This design comes from an exercise in tuning for small area on the open sky130 flow, not from production work. RTL that was checked went through simulation tests only; none was proved equivalent to the original. Power is estimated from default activity; no workload was simulated.

==> run C: inputs <==
## sdio_device_stack
module sdio_device_stack (
  input                     sdio_clk,
  input                     sdio_clk_x2,
  input                     rst,
  output                    o_mem_en,
  output          [7:0]     o_func_enable,           
  input           [7:0]     i_func_ready,            
  output          [2:0]     o_func_abort_stb,
  input           [7:0]     i_func_exec_status,
  input           [7:0]     i_func_ready_for_data,
  output                    o_fbr1_csa_en,
  output          [3:0]     o_fbr1_pwr_mode,
  output          [15:0]    o_fbr1_block_size,
  output                    o_fbr2_csa_en,
  output          [3:0]     o_fbr2_pwr_mode,
  output          [15:0]    o_fbr2_block_size,
  output                    o_fbr3_csa_en,
  output          [3:0]     o_fbr3_pwr_mode,
  output          [15:0]    o_fbr3_block_size,
  output                    o_fbr4_csa_en,
  output          [3:0]     o_fbr4_pwr_mode,
  output          [15:0]    o_fbr4_block_size,
  output                    o_fbr5_csa_en,
  output          [3:0]     o_fbr5_pwr_mode,
  output          [15:0]    o_fbr5_block_size,
  output                    o_fbr6_csa_en,
  output          [3:0]     o_fbr6_pwr_mode,
  output          [15:0]    o_fbr6_block_size,
  output                    o_fbr7_csa_en,
  output          [3:0]     o_fbr7_pwr_mode,
  output          [15:0]    o_fbr7_block_size,
  output                    o_func1_wr_stb,
  output          [7:0]     o_func1_wr_data,
  input                     i_func1_rd_stb,
  input           [7:0]     i_func1_rd_data,
  output                    o_func1_hst_rdy,
  input                     i_func1_com_rdy,
  output                    o_func1_activate,
  output                    o_func2_wr_stb,
  output          [7:0]     o_func2_wr_data,
  input                     i_func2_rd_stb,
  input           [7:0]     i_func2_rd_data,
  output                    o_func2_hst_rdy,
  input                     i_func2_com_rdy,
  output                    o_func2_activate,
  output                    o_func3_wr_stb,
  ...
Settings: LEC_CHECK=0, CAP_MARGIN=20, CORE_MARGIN=2, CORE_UTILIZATION=40, SLEW_MARGIN=20; clock period 10.0 ns.
run.sh (not shown) runs the stock make flow with config.mk's settings and CLKGATE_MAP_FILE= SYNTH_SCRIPT=/design/flow/synth_recipe.tcl, a recipe that flattens the netlist after the stock synthesis.
==> inputs of run Z, as changes to run C <==
==> flow/flow/run.sh (new file) <==
#!/bin/bash
# Standard ORFS layout, with the port buffers made of the smallest buffer cell
# and clock-tree leaf clusters sized for fewer, larger clusters.
set -euo pipefail
bash standard.sh "BUFFER_PORTS_ARGS=-buffer_cell sky130_fd_sc_hd__buf_1" \
  "CTS_ARGS=-sink_clustering_enable -repair_clock_nets -sink_clustering_size 30 -sink_clustering_max_diameter 120 -dont_use_dummy_load" \
  finish > standard_flow.log 2>&1
==> flow/standard.sh (new file) <==
#!/bin/bash
# synth_recipe.tcl (not shown) runs the flow's synth.tcl, then flattens the netlist and writes it again
# the make line also repeats each setting of config.mk as NAME=value (left out here)
make -C /OpenROAD-flow-scripts/flow DESIGN_CONFIG=/design/flow/config.mk WORK_HOME=/design/flow/orfs CLKGATE_MAP_FILE= SYNTH_SCRIPT=/design/flow/synth_recipe.tcl "${@:-finish}"
removed: flow/run.sh
==> qor summary <==
Register-to-register setup slack: run C 4.72 ns; run Z 4.58 ns
Routed wirelength normalized by instance count: run C 21.4 µm; run Z 21.5 µm
Share of final-layout standard cells stronger than drive strength 1: run C 6.62%; run Z 4.88%
Met2 layer usage reported by global route: run C 42.1%; run Z 41.6%
Register fraction of the total cell area: run C 33.8%; run Z 37.4%
Via count of the first global-routing pass: run C 23600; run Z 23100
Total leakage power: run C 12.0 nW; run Z 10.6 nW
Least-Margin Pin Slew: run C 1.11 ns; run Z 1.17 ns
Pin count of the biggest net entering global routing: run C 78; run Z 81
Clock latency on the worst-skew pair: run C 0.64 ns; run Z 0.60 ns
NonClk Buf Share: run C 10.2%; run Z 5.29%
Maximum resistive drop on vdd: run C 0.109 mV; run Z 0.0940 mV
Util after Layout: run C 47.8%; run Z 43.2%
Met1 capacity usage during global routing: run C 35.1%; run Z 35.7%
Number of non-clock buffers in the layout: run C 353; run Z 355
DRC violation total after the first TritonRoute iteration: run C 2850; run Z 3062
Final design area excluding fillers: run C 33400 µm²; run Z 30200 µm²
Multi-input logic area: run C 15300 µm²; run Z 15300 µm²
Number of clock buffers in the layout: run C 75; run Z 21
Status: run C finished clean; run Z finished clean
Proportion of power drawn by the clock network: run C 46.2%; run Z 29.4%
Cts bufs inserted: run C 56; run Z 21
Function was not checked in any run of this note: the RTL went through the layout flow alone.

========
==> run F: inputs <==
Another version of the RTL of sdio_device_stack (not shown whole).
Design sdio_device_stack, start of the top module:
module sdio_device_stack (
  input                     sdio_clk,
  input                     sdio_clk_x2,
  input                     rst,
  output                    o_mem_en,
  output          [7:0]     o_func_enable,           
  input           [7:0]     i_func_ready,            
  output          [2:0]     o_func_abort_stb,
  input           [7:0]     i_func_exec_status,
  input           [7:0]     i_func_ready_for_data,
  output                    o_fbr1_csa_en,
  output          [3:0]     o_fbr1_pwr_mode,
  output          [15:0]    o_fbr1_block_size,
  output                    o_fbr2_csa_en,
  output          [3:0]     o_fbr2_pwr_mode,
  output          [15:0]    o_fbr2_block_size,
  output                    o_fbr3_csa_en,
  output          [3:0]     o_fbr3_pwr_mode,
  output          [15:0]    o_fbr3_block_size,
  output                    o_fbr4_csa_en,
  output          [3:0]     o_fbr4_pwr_mode,
  output          [15:0]    o_fbr4_block_size,
  output                    o_fbr5_csa_en,
  output          [3:0]     o_fbr5_pwr_mode,
  output          [15:0]    o_fbr5_block_size,
  output                    o_fbr6_csa_en,
  output          [3:0]     o_fbr6_pwr_mode,
  output          [15:0]    o_fbr6_block_size,
  output                    o_fbr7_csa_en,
  output          [3:0]     o_fbr7_pwr_mode,
  output          [15:0]    o_fbr7_block_size,
  output                    o_func1_wr_stb,
  output          [7:0]     o_func1_wr_data,
  input                     i_func1_rd_stb,
  input           [7:0]     i_func1_rd_data,
  output                    o_func1_hst_rdy,
  input                     i_func1_com_rdy,
  output                    o_func1_activate,
  output                    o_func2_wr_stb,
  output          [7:0]     o_func2_wr_data,
  input                     i_func2_rd_stb,
  input           [7:0]     i_func2_rd_data,
  output                    o_func2_hst_rdy,
  input                     i_func2_com_rdy,
  output                    o_func2_activate,
  output                    o_func3_wr_stb,
  output          [7:0]     o_func3_wr_data,
  input                     i_func3_rd_stb,
  input           [7:0]     i_func3_rd_data,
  output                    o_func3_hst_rdy,
  input                     i_func3_com_rdy,
  ...
clock: 10.0 ns
lec_check: 0
abc_area: 1
cap_margin: 20
core_margin: 2
core_utilization: 40
slew_margin: 20
Stock flow here: none of the scripts above is used.
==> run K (differences from run F) <==
--- a/flow/config.mk
+++ b/flow/config.mk
@@ -6,7 +6,7 @@
 export NUM_CORES = 4
 export LEC_CHECK = 0
-export ABC_AREA = 1
 export CAP_MARGIN = 20
 export CORE_MARGIN = 2
 export CORE_UTILIZATION = 40
+export CTS_BUF_LIST = sky130_fd_sc_hd__clkbuf_4 sky130_fd_sc_hd__clkbuf_8
 export SLEW_MARGIN = 20
==> comparison <==
Core utilization: run F is lower than run K (0.074 points).
Between run K and run F, the lower cell area is in run K (gap about 3.8%, measured against run F).
Hold slack: run K is higher than run F (0.0067 ns).
In run K the clock-buffer cell count is higher than in run F, by 59.
In run F the sequential share of layout area is lower than in run K, by 1.2 points.
Run K finished clean. Run F completed without violations.
Final cell count: run F is larger than run K (about 17%).
==> figures <==
quantity                                                                                  run F                     run K
Run status                                                             timing/DRC/antenna clean  timing/DRC/antenna clean
Most numerous cell in the Yosys netlist                                sky130_fd_sc_hd__nand2_1  sky130_fd_sc_hd__dfxtp_1
Tapcells inserted                                                                          1040                       969
Met3 Routed Length                                                                      9480 um                   8620 um
Worst Max-Slew Pin Slew                                                                 1.09 ns                   1.09 ns
P_comb                                                                                  1010 uW                    384 uW
Weighted congestion at the end of routability-driven global placement                     0.933                     0.916
Number of buffers outside the clock class in the layout                                     328                       349
R2R setup slack                                                                         4.94 ns                   5.12 ns
CP arrival                                                                              4.44 ns                   4.55 ns
Final Core Density                                                                        47.5%                     47.5%
Drt via density                                                                            5.41                      5.69
Worst Setup Slack, final                                                                3.56 ns                   3.45 ns
Commonest non-fill, non-tap cell in the layout                         sky130_fd_sc_hd__nand2_1  sky130_fd_sc_hd__dfxtp_1
No run of this note included a check of the RTL's function; only the layout flow was run.

========
==> build 79: inputs <==
sdio_device_stack, a different RTL version from the one above (not shown whole).
clock: 10.0 ns
lec_check: 0
cap_margin: 20
core_margin: 2
core_utilization: 60
gpl_routability_driven: 0
gpl_timing_driven: 0
slew_margin: 20
standard.sh (not shown) runs the stock make flow with config.mk's settings and CLKGATE_MAP_FILE= SYNTH_SCRIPT=/design/flow/synth_recipe.tcl, a recipe that flattens the netlist after the stock synthesis.
==> flow/flow/run.sh <==
#!/bin/bash
# The standard ORFS layout (standard.sh, unchanged synthesis), with two
# layout settings changed:
#  - the port buffers that buffer_ports inserts on every input and output are
#    the smallest buffer cell instead of the default clkdlybuf4s50_1;
#  - clock-tree leaf clusters are larger (fewer leaf buffers) and no dummy
#    loads are added for balancing;
#  - tie cells are not split per load: the one constant driver synthesis
#    makes drives all constant-0 outputs.
# The full make output goes to standard_flow.log in the work folder; ORFS
# keeps its per-step logs under orfs/logs.
set -euo pipefail
bash standard.sh \
  "BUFFER_PORTS_ARGS=-buffer_cell sky130_fd_sc_hd__buf_1" \
  "CTS_ARGS=-sink_clustering_enable -repair_clock_nets -sink_clustering_size 25 -sink_clustering_max_diameter 100 -dont_use_dummy_load" \
  "SKIP_REPAIR_TIE_FANOUT=1" \
  "REMOVE_ABC_BUFFERS=1" \
  finish > standard_flow.log 2>&1
==> inputs of build 98, as changes to build 79 <==
--- a/flow/flow/run.sh
+++ b/flow/flow/run.sh
@@ -12,7 +12,6 @@
 set -euo pipefail
 bash standard.sh \
   "BUFFER_PORTS_ARGS=-buffer_cell sky130_fd_sc_hd__buf_1" \
   "CTS_ARGS=-sink_clustering_enable -repair_clock_nets -sink_clustering_size 25 -sink_clustering_max_diameter 100 -dont_use_dummy_load" \
   "SKIP_REPAIR_TIE_FANOUT=1" \
-  "REMOVE_ABC_BUFFERS=1" \
   finish > standard_flow.log 2>&1
GPL_ROUTABILITY_DRIVEN = default   (was 0)
GPL_TIMING_DRIVEN = default   (was 0)
==> inputs of trial 87, as changes to build 79 <==
--- a/flow/design.v
+++ b/flow/design.v
@@ -118,10 +118,11 @@
 reg               [7:0]   crc_data;
 reg                       capture_crc;
 reg                       buffered_read_stb;
 reg               [7:0]   buffered_read_data;
 wire              [7:0]   host_crc_top;
+reg                       host_crc_valid;    
 wire                      more_data;
 genvar g;
 generate
 for (g = 0; g < 4; g = g + 1) begin : data_crc
 crc16_2bit crc(
@@ -137,11 +138,12 @@
 assign  crc_rst       = (crc_state == C_IDLE);
 assign  enable_crc    = (crc_state == C_PROC);
 assign  crc_main_rst  = i_data_rd_stb ? 1'b0 : crc_rst;
 assign  crc_main_en   = i_data_rd_stb ? 1'b1 : enable_crc;
 assign  o_data_wr_data= o_sdio_data_dir ? 8'h00 : i_sdio_data_in;
-assign  host_crc_top  = {host_crc0[15], host_crc1[15], host_crc2[15], host_crc3[15],
+assign  host_crc_top  = {8{host_crc_valid}} &
+                        {host_crc0[15], host_crc1[15], host_crc2[15], host_crc3[15],
                          host_crc0[14], host_crc1[14], host_crc2[14], host_crc3[14]};
 assign  more_data     = (data_count < i_data_count);
 always @ (posedge clk) begin
   if (rst) begin
     crc_state                 <=  C_IDLE;
@@ -187,17 +189,19 @@
   end
 end
 always @ (posedge clk) begin
   if (state == IDLE) begin
     if (i_activate) begin
-      host_crc0               <=  0;
-      host_crc1               <=  0;
-      host_crc2               <=  0;
-      host_crc3               <=  0;
+      host_crc_valid          <=  0;
     end
   end
-  else if ((state == READ && !more_data) || (state == WRITE_CRC && data_count < 8)) begin
+  else if (state == READ && more_data && i_data_rd_stb) begin
+    host_crc_valid            <=  1;
+  end
+end
+always @ (posedge clk) begin
+  if ((state == READ && !more_data) || (state == WRITE_CRC && data_count < 8)) begin
     host_crc0                 <=  {host_crc0[13:0], 2'b00};
     host_crc1                 <=  {host_crc1[13:0], 2'b00};
     host_crc2                 <=  {host_crc2[13:0], 2'b00};
     host_crc3                 <=  {host_crc3[13:0], 2'b00};
   end
@@ -942,10 +946,12 @@
   input                     i_data_phy_hst_rdy,   
   output                    o_data_phy_com_rdy,
   output                    o_data_phy_activate,
   input                     i_data_phy_finished,
   output  reg               o_cia_wr_stb,
+  output          [7:0]     o_wr_data,       
+  output                    o_wr_rdy,        
   output  reg     [7:0]     o_cia_wr_data,
   input                     i_cia_rd_stb,
   input           [7:0]     i_cia_rd_data,
   output  reg               o_cia_hst_rdy,
   input                     i_cia_com_rdy,
@@ -1055,10 +1061,12 @@
 assign  wr_data             = i_cmd_bus_sel   ? i_cmd_wr_data : i_data_phy_wr_data;
 assign  d_activate          = i_cmd_bus_sel   ? i_activate    : data_activate;
 assign  func_select         = i_mem_sel       ? 4'h8          : {1'b0, i_func_sel};
 assign  o_data_bus_busy     = (state == ACTIVATE);
 assign  o_data_read_avail   = 1'b0;
+assign  o_wr_data           = wr_data;
+assign  o_wr_rdy            = data_cntrl_rdy;
 always @ (*) begin
   if (rst) begin
     o_cia_wr_stb             = 0;
     o_cia_wr_data            = 0;
     o_cia_hst_rdy            = 0;
@@ -2423,14 +2431,16 @@
   .i_data_phy_hst_rdy       (data_phy_hst_rdy           ),  
   .o_data_phy_com_rdy       (data_phy_com_rdy           ),
   .o_data_phy_activate      (data_phy_activate          ),  
   .i_data_phy_finished      (data_phy_finished          ),
   .o_cia_wr_stb             (cia_wr_stb                 ),
-  .o_cia_wr_data            (cia_wr_data                ),
+  .o_cia_wr_data            (                           ),
+  .o_wr_data                (cia_wr_data                ),
   .i_cia_rd_stb             (cia_rd_stb                 ),
   .i_cia_rd_data            (cia_rd_data                ),
-  .o_cia_hst_rdy            (cia_hst_rdy                ),
+  .o_cia_hst_rdy            (                           ),
+  .o_wr_rdy                 (cia_hst_rdy                ),
   .i_cia_com_rdy            (cia_com_rdy                ),
   .o_cia_activate           (cia_activate               ),
   .i_cia_block_size         (f0_block_size              ),
   .o_func1_wr_stb           (o_func1_wr_stb             ),
   .o_func1_wr_data          (o_func1_wr_data            ),
--- a/flow/flow/run.sh
+++ b/flow/flow/run.sh
@@ -12,7 +12,6 @@
 set -euo pipefail
 bash standard.sh \
   "BUFFER_PORTS_ARGS=-buffer_cell sky130_fd_sc_hd__buf_1" \
   "CTS_ARGS=-sink_clustering_enable -repair_clock_nets -sink_clustering_size 25 -sink_clustering_max_diameter 100 -dont_use_dummy_load" \
   "SKIP_REPAIR_TIE_FANOUT=1" \
-  "REMOVE_ABC_BUFFERS=1" \
   finish > standard_flow.log 2>&1
GPL_ROUTABILITY_DRIVEN = default   (was 0)
GPL_TIMING_DRIVEN = default   (was 0)
==> inputs of build 50, as changes to build 79 <==
==> flow/flow/run.sh (replaced) <==
#!/bin/bash
# The standard ORFS layout (standard.sh, unchanged synthesis), with two
# layout settings changed:
#  - the port buffers that buffer_ports inserts on every input and output are
#    the smallest buffer cell instead of the default clkdlybuf4s50_1;
#  - clock-tree leaf clusters are larger (fewer leaf buffers) and no dummy
#    loads are added for balancing.
# The full make output goes to standard_flow.log in the work folder; ORFS
# keeps its per-step logs under orfs/logs.
set -euo pipefail
bash standard.sh \
  "BUFFER_PORTS_ARGS=-buffer_cell sky130_fd_sc_hd__buf_1" \
  "CTS_ARGS=-sink_clustering_enable -repair_clock_nets -sink_clustering_size 25 -sink_clustering_max_diameter 100 -dont_use_dummy_load" \
  finish > standard_flow.log 2>&1
GPL_ROUTABILITY_DRIVEN = default   (was 0)
GPL_TIMING_DRIVEN = default   (was 0)
==> run summary <==
| item | build 98 | build 79 | trial 87 | build 50 |
|---|---|---|---|---|
| Outcome | timing/DRC/antenna clean | timing/DRC/antenna clean | timing/DRC/antenna clean | timing/DRC/antenna clean |
| Synthesized area divided by synthesized cell count | 8.48 sq um | 8.48 sq um | 8.49 sq um | 8.48 sq um |
| Met2 Wirelength | 42.0 mm | 37.6 mm | 39.9 mm | 39.0 mm |
| Final-stage net count | 3438 | 3426 | 3499 | 3565 |
| Count of filler cells inserted in the layout | 3976 | 3961 | 3900 | 3935 |
| Worst clock skew on the final layout | 52.7 ps | 90.7 ps | 74.6 ps | 64.6 ps |
| Initial standard-cell utilization of the core | 0.605 | 0.605 | 0.612 | 0.605 |
| Depth of the most critical reg-to-reg path | 12 | 10 | 12 | 11 |
| Fin worst setup slack | 3490 ps | 3470 ps | 3970 ps | 3570 ps |
| Area added between synthesis and finish | 4.23% | 4.97% | 3.96% | 5.83% |
| Clock buf count | 25 | 24 | 24 | 24 |
| Unique cell type count in the Yosys netlist | 90 | 90 | 99 | 90 |
| Area taken by flip-flops and latches | 11800 sq um | 11800 sq um | 11800 sq um | 11800 sq um |
| DIE WIDTH | 217 um | 217 um | 220 um | 217 um |
| Fraction of area in clock buffers and inverters | 0.0220 | 0.0209 | 0.0207 | 0.0208 |
| Post-synthesis instance total | 3222 | 3222 | 3283 | 3222 |
| Max rail drop VDD | 0.000183 V | 0.000118 V | 0.000129 V | 0.000145 V |
| DPL Wire Length | 65.0 mm | 63.2 mm | 66.3 mm | 66.6 mm |
| Inst Count DP | 3814 | 3804 | 3878 | 3939 |
| Routed wirelength normalized by instance count | 23.5 um | 22.4 um | 23.4 um | 22.9 um |
| DRC violation total after the first TritonRoute iteration | 3321 | 3390 | 3487 | 3067 |
| End point of the critical path | o_func7_wr_data[7] | o_func7_activate | o_func7_hst_rdy | o_func4_wr_data[3] |
| Post-route non-filler standard cell count | 3841 | 3832 | 3902 | 3968 |
| Via count of the routed design | 24900 | 24800 | 25600 | 25200 |
| Post-synthesis xor/xnor area fraction | 0.0285 | 0.0285 | 0.0245 | 0.0285 |
Only the layout flow was run in trial 87; the RTL was not checked for function there.

-- what the ideal ports hide --
How much do the figures lean on ideal ports? The routed layouts below were timed once more, with nothing changed but the port constraints.
Step 1, drivers: a clkbuf_16 drives sdio_clk and a buf_2 each remaining input, both assumed.
Step 2 moves the port delays by t, midway between the first and last clock arrival at a register: inputs arrive t later, outputs are due t later. That takes back most of the time a late clock gives input paths.
Three values: ideal, step 1, step 2; two values: the first two.
| run | shift t [ns] | slack for setup (ns) | worst setup path at the end | slew at the worst register clock pin (ns) |
|---|---|---|---|---|
| run C | 0.684 | 3.514 / 3.479 / 3.474 | input to register | 0.07 / 0.07 |
| run Z | 0.640 | 3.822 / 3.864 / 3.224 | input to register | 0.12 / 0.12 |
| run F | 0.674 | 3.563 / 3.510 / 3.510 | input to output | 0.06 / 0.06 |
| run K | 0.768 | 3.452 / 3.409 / 3.409 | input to output | 0.07 / 0.07 |
| build 79 | 0.619 | 3.470 / 3.441 / 3.441 | input to output | 0.11 / 0.11 |
| build 98 | 0.633 | 3.487 / 3.443 / 3.443 | input to output | 0.11 / 0.11 |
| trial 87 | 0.645 | 3.973 / 3.953 / 3.953 | input to output | 0.11 / 0.11 |
| build 50 | 0.630 | 3.572 / 3.548 / 3.548 | input to output | 0.11 / 0.11 |
After both steps setup and hold are still met in every run listed. For run Z, which loses most, drivers alone change the setup slack by +0.042 ns; drivers and shift together by -0.598 ns.
